Context: an optimization exercise on an open-source flow, tuned for small area. The choices shown serve that exercise and are no tape-out recipe. Only simulation tests tie the RTL to the original design; equivalence was not proved. Power and IR drop assume default switching activity.

===== flow/design.v =====
module jianpandujianma (
    input            clk,
    input            rst,
    input            scan_en,      
    input      [3:0] inrow,
    output     [3:0] outcol,
    output reg [4:0] key_value,
    output           key_ready
);
    localparam [15:0] KEY_HALF = 16'd6;    
    reg        clock;
    reg        key_flag;
    reg [3:0]  col;
    reg [3:0]  inrow_reg;
    reg [3:0]  outcol_reg;
    reg [2:0]  state;
    reg [15:0] count;
    always @(posedge clk)
        if (rst) begin
            count <= 16'd0;
            clock <= 1'b0;
        end else if (scan_en) begin
            count <= count + 16'd1;
            if (count >= KEY_HALF) begin
                clock <= ~clock;
                count <= 16'd0;
            end
        end
    wire tick = scan_en & (count >= KEY_HALF) & ~clock;    
    always @(posedge clk)
        if (rst) begin
            state      <= 3'd0;
            col        <= 4'b0000;
            key_flag   <= 1'b0;
            inrow_reg  <= 4'b1111;
            outcol_reg <= 4'b1111;
        end else if (tick) begin
            case (state)
            3'd0: begin
                col      <= 4'b0000;
                key_flag <= 1'b0;
                if (inrow != 4'b1111) begin
                    state <= 3'd1;
                    col   <= 4'b1110;
                end else state <= 3'd0;
            end
            3'd1: begin
                if (inrow != 4'b1111) state <= 3'd5;
                else begin
                    state <= 3'd2;
                    col   <= 4'b1101;
                end
            end
            3'd2: begin
                if (inrow != 4'b1111) state <= 3'd5;
                else begin
                    state <= 3'd3;
                    col   <= 4'b1011;
                end
            end
            3'd3: begin
                if (inrow != 4'b1111) state <= 3'd5;
                else begin
                    state <= 3'd4;
                    col   <= 4'b0111;
                end
            end
            3'd4: begin
                if (inrow != 4'b1111) state <= 3'd5;
                else state <= 3'd0;
            end
            3'd5: begin
                if (inrow != 4'b1111) begin
                    inrow_reg  <= inrow;
                    outcol_reg <= col;
                    key_flag   <= 1'b1;
                    state      <= 3'd5;
                end else state <= 3'd0;
            end
            default: ;
            endcase
        end
    always @(posedge clk)
        if (rst) key_value <= 5'd16;
        else if (tick && key_flag) begin
            case ({outcol_reg, inrow_reg})
            8'b1110_1110: key_value <= 5'd0;
            8'b1110_1101: key_value <= 5'd1;
            8'b1110_1011: key_value <= 5'd2;
            8'b1110_0111: key_value <= 5'd3;
            8'b1101_1110: key_value <= 5'd4;
            8'b1101_1101: key_value <= 5'd5;
            8'b1101_1011: key_value <= 5'd6;
            8'b1101_0111: key_value <= 5'd7;
            8'b1011_1110: key_value <= 5'd8;
            8'b1011_1101: key_value <= 5'd9;
            8'b1011_1011: key_value <= 5'd10;
            8'b1011_0111: key_value <= 5'd11;
            8'b0111_1110: key_value <= 5'd12;
            8'b0111_1101: key_value <= 5'd13;
            8'b0111_1011: key_value <= 5'd14;
            8'b0111_0111: key_value <= 5'd16;
            default:      key_value <= 5'd16;
            endcase
        end
    assign key_ready = key_flag;
    assign outcol    = col;
endmodule
module xianshiluoji (
    input        clk,
    input        rst,
    input        disp_en,        
    input        key_release,    
    input  [4:0] keycode,
    input        change_lemp,
    input        change_lemp1,
    input        flag_b,
    output [3:0] segData_1,
    output [3:0] segData_2,
    output [3:0] segData_3,
    output [3:0] segData_4
);
    reg [3:0]  segData_r1;
    reg [3:0]  segData_r2;
    reg [3:0]  segData_r3;
    reg [3:0]  segData_r4;
    reg [15:0] lednum;
    reg [1:0]  flagc;
    always @(posedge clk)
        if (rst) begin
            lednum <= 16'd0;
            flagc  <= 2'd0;
        end else if (key_release && keycode < 5'd10) begin
            if (flag_b == 1'b0)
                lednum <= {lednum[11:0], 4'd10};
            else if (flag_b == 1'b1 && change_lemp1 == 1'b0) begin
                case (flagc)
                2'b00: begin lednum <= {4'd13, 4'd13, 4'd13, keycode[3:0]}; flagc <= flagc + 2'd1; end
                2'b01: begin lednum[7:4]   <= keycode[3:0]; flagc <= flagc + 2'd1; end
                2'b10: begin lednum[11:8]  <= keycode[3:0]; flagc <= flagc + 2'd1; end
                2'b11: begin lednum[15:12] <= keycode[3:0]; flagc <= 2'd0; end
                endcase
            end else if (flag_b == 1'b1 && change_lemp == 1'b0)
                lednum <= {lednum[11:0], 4'd11};
        end
    always @(posedge clk)
        if (rst) begin
            segData_r1 <= 4'd0; segData_r2 <= 4'd0;
            segData_r3 <= 4'd0; segData_r4 <= 4'd0;
        end else if (disp_en) begin
            segData_r1 <= lednum[3:0];
            segData_r2 <= lednum[7:4];
            segData_r3 <= lednum[11:8];
            segData_r4 <= lednum[15:12];
        end
    assign segData_1 = segData_r1;
    assign segData_2 = segData_r2;
    assign segData_3 = segData_r3;
    assign segData_4 = segData_r4;
endmodule
module shumaguan (
    input            CLK,
    input            rst,
    output reg [7:0] segData,
    output reg [3:0] segCtl,
    input      [3:0] segData_1,
    input      [3:0] segData_2,
    input      [3:0] segData_3,
    input      [3:0] segData_4
);
    localparam [15:0] MS_HALF = 16'd9;    
    reg [7:0]  segDataReg;
    reg [3:0]  segCtlReg;
    reg [1:0]  segState;
    reg [15:0] cnt1ms;
    reg        clk1000Hz;
    always @(posedge CLK)
        if (rst) begin
            cnt1ms    <= 16'd0;
            clk1000Hz <= 1'b0;
        end else if (cnt1ms == MS_HALF) begin
            cnt1ms    <= 16'd0;
            clk1000Hz <= ~clk1000Hz;
        end else
            cnt1ms <= cnt1ms + 16'd1;
    wire ms_rise = (cnt1ms == MS_HALF) & ~clk1000Hz;
    always @(posedge CLK)
        if (rst) begin
            segState   <= 2'b00;
            segCtlReg  <= 4'b0000;
            segDataReg <= 8'd0;
        end else if (ms_rise) begin
            case (segState)
            2'b00: begin segCtlReg <= 4'b0001; segState <= segState + 2'b01; segDataReg <= {4'd0, segData_1}; end
            2'b01: begin segCtlReg <= 4'b0010; segState <= segState + 2'b01; segDataReg <= {4'd0, segData_2}; end
            2'b10: begin segCtlReg <= 4'b0100; segState <= segState + 2'b01; segDataReg <= {4'd0, segData_3}; end
            2'b11: begin segCtlReg <= 4'b1000; segState <= 2'b00;            segDataReg <= {4'd0, segData_4}; end
            endcase
        end
    always @(posedge CLK)
        if (rst) begin
            segCtl  <= 4'b0000;
            segData <= 8'b1111_1111;
        end else begin
            segCtl <= segCtlReg;
            case (segDataReg)
            8'd13: segData <= 8'b1111_0111;
            8'd12: segData <= 8'b1111_1111;
            8'd11: segData <= 8'b1100_0110;
            8'd10: segData <= 8'b0111_1111;
            8'd9:  segData <= 8'b1001_0000;
            8'd8:  segData <= 8'b1000_0000;
            8'd7:  segData <= 8'b1111_1000;
            8'd6:  segData <= 8'b1000_0010;
            8'd5:  segData <= 8'b1001_0010;
            8'd4:  segData <= 8'b1001_1001;
            8'd3:  segData <= 8'b1011_0000;
            8'd2:  segData <= 8'b1010_0100;
            8'd1:  segData <= 8'b1111_1001;
            8'd0:  segData <= 8'b1100_0000;
            default: ;
            endcase
        end
endmodule
module mimabaocunyanzheng (
    input            clk,
    input            rst,
    input            key_release,    
    input      [4:0] keycode,
    input            k1,
    output reg       flag_b,
    output reg       led_1,
    output reg       led_2,
    output reg       led_3,
    output reg       led_22,
    output reg       led_33,
    output reg       led_333,
    output reg       led_0,
    output reg       led_00,
    output reg       led_000,
    output reg       led_0000,
    output reg       led_00000,
    output reg       led_000000,
    output reg       led_0000000,
    output reg       change_lemp,
    output reg       change_lemp1,
    output reg [2:0] flag_time
);
    localparam [15:0] MS_HALF = 16'd9;    
    reg [4:0]  password_1;
    reg [4:0]  password_2;
    reg [4:0]  password_3;
    reg [4:0]  password_4;
    reg [15:0] count_15;
    reg        k2;
    reg [15:0] cnt1ms;
    reg        flagz;
    reg        clk1000Hz;
    always @(posedge clk)
        if (rst) begin
            cnt1ms    <= 16'd0;
            clk1000Hz <= 1'b0;
        end else if (cnt1ms == MS_HALF) begin
            cnt1ms    <= 16'd0;
            clk1000Hz <= ~clk1000Hz;
        end else
            cnt1ms <= cnt1ms + 16'd1;
    wire ms_rise = (cnt1ms == MS_HALF) & ~clk1000Hz;
    wire ms_fall = (cnt1ms == MS_HALF) &  clk1000Hz;
    reg [4:0] password_input_1;
    reg [4:0] password_input_2;
    reg [4:0] password_input_3;
    reg [4:0] password_input_4;
    reg [4:0] password_change_1;
    reg [4:0] password_change_2;
    reg [4:0] password_change_3;
    reg [4:0] password_change_4;
    reg [2:0] ft;
    reg       fb, cl, cl1, kk2, fz;
    always @(posedge clk) begin
        ft  = flag_time;
        fb  = flag_b;
        cl  = change_lemp;
        cl1 = change_lemp1;
        kk2 = k2;
        fz  = flagz;
        if (rst) begin
            flag_time    <= 3'd1;
            flag_b       <= 1'b0;
            change_lemp  <= 1'b0;
            change_lemp1 <= 1'b0;
            k2           <= 1'b0;
            flagz        <= 1'b0;
            password_1 <= 5'd8; password_2 <= 5'd8;
            password_3 <= 5'd8; password_4 <= 5'd8;
            password_input_1 <= 5'd0; password_input_2 <= 5'd0;
            password_input_3 <= 5'd0; password_input_4 <= 5'd0;
            password_change_1 <= 5'd0; password_change_2 <= 5'd0;
            password_change_3 <= 5'd0; password_change_4 <= 5'd0;
        end else if (key_release) begin
            if (count_15 == 16'd1) begin ft = ft + 3'd1; kk2 = 1'b1; end
            if (keycode < 5'd10) begin
                fz = 1'b0;
                password_input_4 <= keycode;
                password_input_3 <= password_input_4;
                password_input_2 <= password_input_3;
                password_input_1 <= password_input_2;
            end else if (keycode == 5'hc) begin           
                fb = ~fb;
                if (fb == 1'b0) begin
                    cl  = 1'b0;
                    ft  = 3'd1;
                    cl1 = 1'b0;
                    kk2 = 1'b0;
                    fz  = 1'b1;
                end
            end else if (k1 == 1'b1) begin
                ft = 3'd1;
            end else if (keycode == 5'ha && fb == 1'b0 && fz == 1'b0) begin
                if ((password_input_1 == password_1) && (password_input_2 == password_2) &&
                    (password_input_3 == password_3) && (password_input_4 == password_4))
                    fb = 1'b1;
                else begin
                    fb = 1'b0;
                    ft = ft + 3'd1;
                end
            end else if (keycode == 5'hb && fb == 1'b1) begin
                cl1 = 1'b1;
                password_change_1 <= password_input_1;
                password_change_2 <= password_input_2;
                password_change_3 <= password_input_3;
                password_change_4 <= password_input_4;
            end else if (keycode == 5'ha && fb == 1'b1) begin
                if ((password_change_1 == password_input_1) && (password_change_2 == password_input_2) &&
                    (password_change_3 == password_input_3) && (password_change_4 == password_input_4)) begin
                    cl = 1'b1;
                    password_1 <= password_change_1;
                    password_2 <= password_change_2;
                    password_3 <= password_change_3;
                    password_4 <= password_change_4;
                end
            end
            flag_time    <= ft;
            flag_b       <= fb;
            change_lemp  <= cl;
            change_lemp1 <= cl1;
            k2           <= kk2;
            flagz        <= fz;
        end
    end
    always @(posedge clk)
        if (rst) count_15 <= 16'd0;
        else if (ms_rise) begin
            if (k2 == 1'b1) count_15 <= 16'd0;
            else if ((flag_b == 1'b0) && (keycode == 5'hb)) count_15 <= 16'd15000;
            else if (count_15 != 16'd1) count_15 <= count_15 - 16'd1;
        end
    always @(posedge clk)
        if (rst) begin
            led_1 <= 1'b1; led_2 <= 1'b1; led_3 <= 1'b1;
            led_22 <= 1'b1; led_33 <= 1'b1; led_333 <= 1'b1;
            led_0 <= 1'b1; led_00 <= 1'b1; led_000 <= 1'b1; led_0000 <= 1'b1;
            led_00000 <= 1'b1; led_000000 <= 1'b1; led_0000000 <= 1'b1;
        end else if (ms_fall) begin
            if (flag_time == 3'd1) begin
                led_1 <= 1'b1; led_2 <= 1'b1; led_3 <= 1'b1;
                led_22 <= 1'b1; led_33 <= 1'b1; led_333 <= 1'b1;
                led_0 <= 1'b1; led_00 <= 1'b1; led_000 <= 1'b1; led_0000 <= 1'b1;
                led_00000 <= 1'b1; led_000000 <= 1'b1; led_0000000 <= 1'b1;
            end else if (flag_time == 3'd2) begin
                led_1 <= 1'b0; led_2 <= 1'b1; led_3 <= 1'b1;
            end else if (flag_time == 3'd3) begin
                led_1 <= 1'b0; led_2 <= 1'b0; led_22 <= 1'b0; led_3 <= 1'b1;
            end else begin
                led_1 <= ~led_1; led_2 <= ~led_2; led_3 <= ~led_3;
                led_33 <= ~led_33; led_333 <= ~led_333;
            end
        end
endmodule
module shengyin (
    input      [4:0] keycode,
    input            key_ready,
    input            clk,
    input            rst,
    input      [2:0] flag_time,
    output reg       k1,
    input            flag_b,
    output reg       bee
);
    localparam [15:0] MS_HALF = 16'd9;    
    reg [15:0] count_05;
    reg [15:0] count_20;
    reg [15:0] cnt1ms;
    reg        clk1000Hz;
    always @(posedge clk)
        if (rst) begin
            cnt1ms    <= 16'd0;
            clk1000Hz <= 1'b0;
        end else if (cnt1ms == MS_HALF) begin
            cnt1ms    <= 16'd0;
            clk1000Hz <= ~clk1000Hz;
        end else
            cnt1ms <= cnt1ms + 16'd1;
    wire ms_rise = (cnt1ms == MS_HALF) & ~clk1000Hz;
    always @(posedge clk)
        if (rst) begin
            count_05 <= 16'd0;
            count_20 <= 16'd0;
            k1       <= 1'b0;
            bee      <= 1'b1;
        end else if (ms_rise) begin
            if (key_ready == 1'b1) count_05 <= 16'd100;
            else if (count_05 != 16'd0) count_05 <= count_05 - 16'd1;
            if (count_20 != 16'd0) begin
                count_20 <= count_20 - 16'd1;
                k1       <= (count_20 != 16'd1);
            end else if ((flag_time[2] == 1'b1) && (k1 == 1'b0))
                count_20 <= 16'd10000;
            if ((count_20 != 16'd0) || (count_05 != 16'd0)) bee <= ~bee;
            else bee <= 1'b1;
        end
endmodule
module mimaqi_hxh (
        input         clk,
        input         rst,
        input  [3:0]  inrow,
        output [3:0]  outcol,
        output [7:0]  segData,
        output [3:0]  segCtl,
        output        led_1,
        output        led_2,
        output        led_3,
        output        led_22,
        output        led_33,
        output        led_333,
        output        led_0,
        output        led_00,
        output        led_000,
        output        led_0000,
        output        led_00000,
        output        led_000000,
        output        led_0000000,
        output        change_lemp,
        output        change_lemp1,
        output        flag_b,
        output        bee
    );
    wire [3:0] segData_1;
    wire [3:0] segData_2;
    wire [3:0] segData_3;
    wire [3:0] segData_4;
    wire [4:0] key_value;
    wire       key_ready;
    wire [2:0] flag_time;
    wire       k1;
    reg [6:0] cnt;
    always @(posedge clk)
        if (rst) cnt <= 7'd0;
        else     cnt <= cnt + 7'd1;
    wire scan_en = ~cnt[0];            
    wire disp_en = (cnt == 7'h3f);     
    reg key_ready_d;
    always @(posedge clk)
        if (rst) key_ready_d <= 1'b0;
        else     key_ready_d <= key_ready;
    wire key_release = key_ready_d & ~key_ready;
    xianshiluoji A1 (
        .clk(clk), .rst(rst), .disp_en(disp_en), .key_release(key_release),
        .keycode(key_value),
        .segData_1(segData_1), .segData_2(segData_2),
        .segData_3(segData_3), .segData_4(segData_4),
        .change_lemp(change_lemp), .change_lemp1(change_lemp1),
        .flag_b(flag_b)
    );
    jianpandujianma A3 (
        .clk(clk), .rst(rst), .scan_en(scan_en),
        .inrow(inrow), .outcol(outcol),
        .key_value(key_value), .key_ready(key_ready)
    );
    shumaguan A2 (
        .CLK(clk), .rst(rst),
        .segCtl(segCtl), .segData(segData),
        .segData_1(segData_1), .segData_2(segData_2),
        .segData_3(segData_3), .segData_4(segData_4)
    );
    mimabaocunyanzheng A5 (
        .clk(clk), .rst(rst), .key_release(key_release),
        .keycode(key_value),
        .change_lemp(change_lemp), .change_lemp1(change_lemp1),
        .flag_b(flag_b), .flag_time(flag_time), .k1(k1),
        .led_0(led_0), .led_00(led_00), .led_000(led_000), .led_0000(led_0000),
        .led_00000(led_00000), .led_000000(led_000000), .led_0000000(led_0000000),
        .led_1(led_1), .led_2(led_2), .led_3(led_3),
        .led_22(led_22), .led_33(led_33), .led_333(led_333)
    );
    shengyin A4 (
        .clk(clk), .rst(rst),
        .keycode(key_value), .key_ready(key_ready),
        .flag_time(flag_time), .flag_b(flag_b),
        .k1(k1), .bee(bee)
    );
endmodule

===== flow/config.mk =====
export PLATFORM = sky130hd
export DESIGN_NAME = mimaqi_hxh
export DESIGN_NICKNAME = mimaqi_hxh
export VERILOG_FILES = /design/flow/design.v
export SDC_FILE = /design/flow/constraint.sdc
export NUM_CORES = 4
export LEC_CHECK = 0
export CAP_MARGIN = 20
export CORE_MARGIN = 2
export CORE_UTILIZATION = 40
export SLEW_MARGIN = 20

===== flow/run.sh =====
#!/bin/bash
# synth_recipe.tcl (not shown) runs the flow's synth.tcl, then flattens the netlist and writes it again
# the make line also repeats each setting of config.mk as NAME=value (left out here)
make -C /OpenROAD-flow-scripts/flow DESIGN_CONFIG=/design/flow/config.mk WORK_HOME=/design/flow/orfs CLKGATE_MAP_FILE= SYNTH_SCRIPT=/design/flow/synth_recipe.tcl finish

===== flow/constraint.sdc =====
create_clock -name core_clock -period 10.0 [get_ports {clk}]
set_input_delay 2.0000 -clock core_clock [delete_from_list [all_inputs] [get_ports {clk}]]
set_output_delay 2.0000 -clock core_clock [all_outputs]
set_load 0.01 [all_outputs]

==> results.py <==
metrics = {
    "route": {
        "drt_iter0_drc": 630,
        "routed_wl_um": 26500,
        "drt-pass1-iter-count": 5,
        "drc": 0,
        "routedWlPerCell_um": 13.8,
        "dr_total_vias": 9904,
        "viasPerCell": 5.16,
        "drtAntennaViolNets": 0,
    },
    "clock_tree": {
        "cts_tree": "yes",
        "postCtsSetupBuffers": 0,
        "clk_pin_slew_ns": 0.06,
        "cts_buffers": 31,
        "cts_resized": 0,
        "ctsHoldBuffers": 0,
        "clockRootBuffer": "clkbuf_16",
        "cts_max_level": 1,
        "cts_max_path_buffers": 3,
        "cts.sinks": 277,
        "worstSkewPairLatency_ns": 0.55,
    },
    "setup_path": {
        "slowest_stage": "dfxtp_1",
        "startpoint": "A5.flag_b$_SDFFE_PP0P_",
        "critPathCapture": "flag_b",
        "worstReg2RegStart": "A3.key_value[1]$_SDFFE_PP0P_",
        "crit_buf_inv": 1,
        "ff2ff_path_depth": 6,
        "max_stage_delay_ns": 0.73,
        "crit_path_cell_trace": "clkdlybuf4s50_1",
        "critical_path_arrival_ns": 1.97,
        "critical_path_depth": 1,
        "r2r_setup_slack_ns": 7.12,
        "cp_max_fo": 18,
        "crit_path_start_kind": "register",
        "crit_family": "flip-flops",
        "timing.rr.end": "A1.lednum[12]$_SDFFE_PP0P_",
        "end_kind": "primary output",
        "required_ns": 8.00,
        "criticalPathCategory": "register to primary output",
    },
    "power_and_ir_drop": {
        "leakagePower_nw": 5.40,
        "irDropWorstVdd_mv": 0.134,
        "p_per_area_nw_per_um2": 165,
        "p_total_mw": 2.36,
    },
    "status": {
        "status": "no timing/DRC/antenna violations",
    },
    "place": {
        "hpwl_um": 17500,
        "dp.cells": 1860,
        "gp_congestion": 0.795,
        "port-buffer-count": 31,
    },
    "sta": {
        "final_hold_viol_count": 0,
        "drv_slew": 0,
        "worstMarginPinSlew_ns": 0.941,
        "clock_skew_ns": 0.0112,
        "period_share_pct": 39.7,
        "max_freq_mhz": 252,
        "min_period_ns": 3.97,
        "relSlewSlack_pct": 37.1,
        "rsz0062_at_grt": "false",
        "finalSetupTns_ns": 0,
        "setup_viol": 0,
    },
    "synth": {
        "ys_seq_area_share_pct": 43.7,
        "yosysWarnings": 6,
        "yosysUniqueCellTypes": 75,
        "synth.avg_cell_area_um2": 8.52,
        "async_flop_share_pct": 0,
        "yosysMostFrequentCell": "dfxtp_1",
        "ys.flop_type": "dfxtp_1",
        "synth_area_leaders": "dfxtp_1 44%, nor2_1 6.3%, xor2_1 5.9%",
        "synth_common_cells": "277 x dfxtp_1, 212 x nor2_1, 190 x nand2_1, 102 x a21oi_1, 86 x xor2_1",
        "synth_edf_count": 0,
        "yosysTopAreaCellShare_pct": 43.7,
        "ys_seq_elements": 277,
        "yosys.area.top_type": "dfxtp_1",
        "syn_inst": 1489,
        "netlist_area_um2": 12700,
    },
    "die": {
        "die_h_um": 182,
        "die_area_um2": 33200,
        "core_um2": 31400,
        "num_io_pins": 39,
        "start_util_pct": 40.4,
        "rows": 65,
        "die_x_um": 182,
    },
    "worst_hold_path": {
        "min-delay-start": "A4.count_05[4]$_SDFFE_PP0P_",
        "hold_class": "register to register",
    },
    "final_layout": {
        "fin_cells": 1918,
        "fillCellCount": 3050,
        "drive_above_1_share_pct": 5.94,
        "nets": 1528,
        "area_delta_synth_final_pct": 13.1,
        "antenna_cells": 0,
    },
    "global_route": {
        "grt_pass1_wl_um": 45300,
        "antenna_found_initial": 0,
        "grt_max_degree": 84,
        "globalRoute.totalOverflow": 0,
        "grt_use_total_pct": 15.8,
        "grt_pass1_vias": 9400,
    },
    "job": {
        "max_cap_viol_count": 0,
    },
}
-- metal layers --
layer / part of all wire, % / global-route usage [%] / vias up
li1: - / - / 5132
met1: 50 / 21.6 / 4601
met2: 45 / 26.7 / 144
met3: 3.7 / 2.35 / 27
met4: 1.6 / 3.48 / 0
met5: 0 / 0 / -
-- through the flow --
step                      util, %  instance area (µm²)  hold WS, ns  worst slack [ns]
after floorplan                 -                12700        0.428              6.87
after global placement       42.2                13300        0.439              5.99
after detailed placement     42.2                13300        0.449              5.97
after CTS                    45.7                14300        0.458              6.01
after global routing         45.7                14300        0.470              5.91
final                        45.7                14300        0.454              6.03
-- layout make-up --
type	instances	area, µm²	area share, %
inverters	36	135	0.942
repair buffers	41	383	2.67
flip-flops and latches	277	5550	38.7
multi-input cells	1104	6680	46.6
well taps	402	503	3.51
clock buffers	41	873	6.09
clock inverters	17	220	1.54
-- worst min-delay path by stage --
stage | to | slack (ns) | depth (start not counted)
2_1_floorplan | A4.count_05[4]$_SDFFE_PP0P_ | 0.43 | 2
3_3_place_gp | A4.count_05[4]$_SDFFE_PP0P_ | 0.44 | 2
3_5_place_dp | A1.segData_r4[2]$_SDFFE_PP0N_ | 0.45 | 2
4_1_cts | A3.clock$_SDFFE_PP0P_ | 0.46 | 2
5_1_grt | A2.segCtl[1]$_SDFF_PP0_ | 0.47 | 1
6_report | A4.count_05[4]$_SDFFE_PP0P_ | 0.45 | 2
-- cells in the final DEF, fill, tap and decap left out, types with 11 or more instances in the layout --
| master | n |
|---|---|
| clkdlybuf4s50_1 | 30 |
| clkbuf_16 | 31 |
| nand2_1 | 190 |
| xor2_1 | 86 |
| nor2b_1 | 18 |
| nor4_1 | 17 |
| and3_1 | 23 |
| nand4_1 | 35 |
| nor3_1 | 23 |
| a21oi_1 | 102 |
| buf_4 | 11 |
| a31oi_1 | 14 |
| nor2_1 | 212 |
| mux2i_1 | 63 |
| o21ai_0 | 43 |
| inv_1 | 35 |
| ha_1 | 31 |
| xnor2_1 | 42 |
| a211oi_1 | 14 |
| dfxtp_1 | 277 |
| nand3_1 | 45 |
-- logic make-up (layout without fill, tap and decap cells) --
kind of cell | count (synthesis) | after routing | share of synthesized area, %
muxes | 63 | 63 | 4.97
DFF | 277 | 277 | 43.7
xor gates and xnor gates | 128 | 128 | 8.84
AOI/OAI and AO/OA | 233 | 233 | 11.4
and+or+nand+nor | 642 | 642 | 24.1
buffers and inverters | 114 | 135 | 3.86
adders and majority gates | 31 | 31 | 3.06
other | 1 | 7 | 0.0296
-- report_power, final --
group          internal, mW  total (mW)  leakage (nW)  switching (mW)
Sequential             1.11        1.12          2.24         0.00858
Clock                 0.741        1.20         0.545           0.458
Combinational        0.0139      0.0437          2.62          0.0298

-- port drivers added, routing unchanged --
The flow's constraints put no driver on any port. The routed layout listed below was extracted and timed again, unchanged, in two steps.
Step 1 sets driving cells, clkbuf_16 on the clock port and buf_2 on the other inputs (assumed; they add their load-dependent delay and slew).
Step 2 adds t to the input delays and takes it off the output delays; t is the mean of the earliest and latest rising clock arrival at the registers after step 1. Input paths then give back, and output paths get back, about the clock's delay inside the block.
a / b / c = ideal ports / drivers / drivers and shift; a / b = the first two.
t, ns: 0.596
setup slack, ns: 6.032 / 5.982 / 5.923
pins driven straight from the clock port: 1
After both steps setup and hold are still met in this run. For this run, drivers alone change the setup slack by -0.050 ns; drivers and shift together by -0.109 ns.
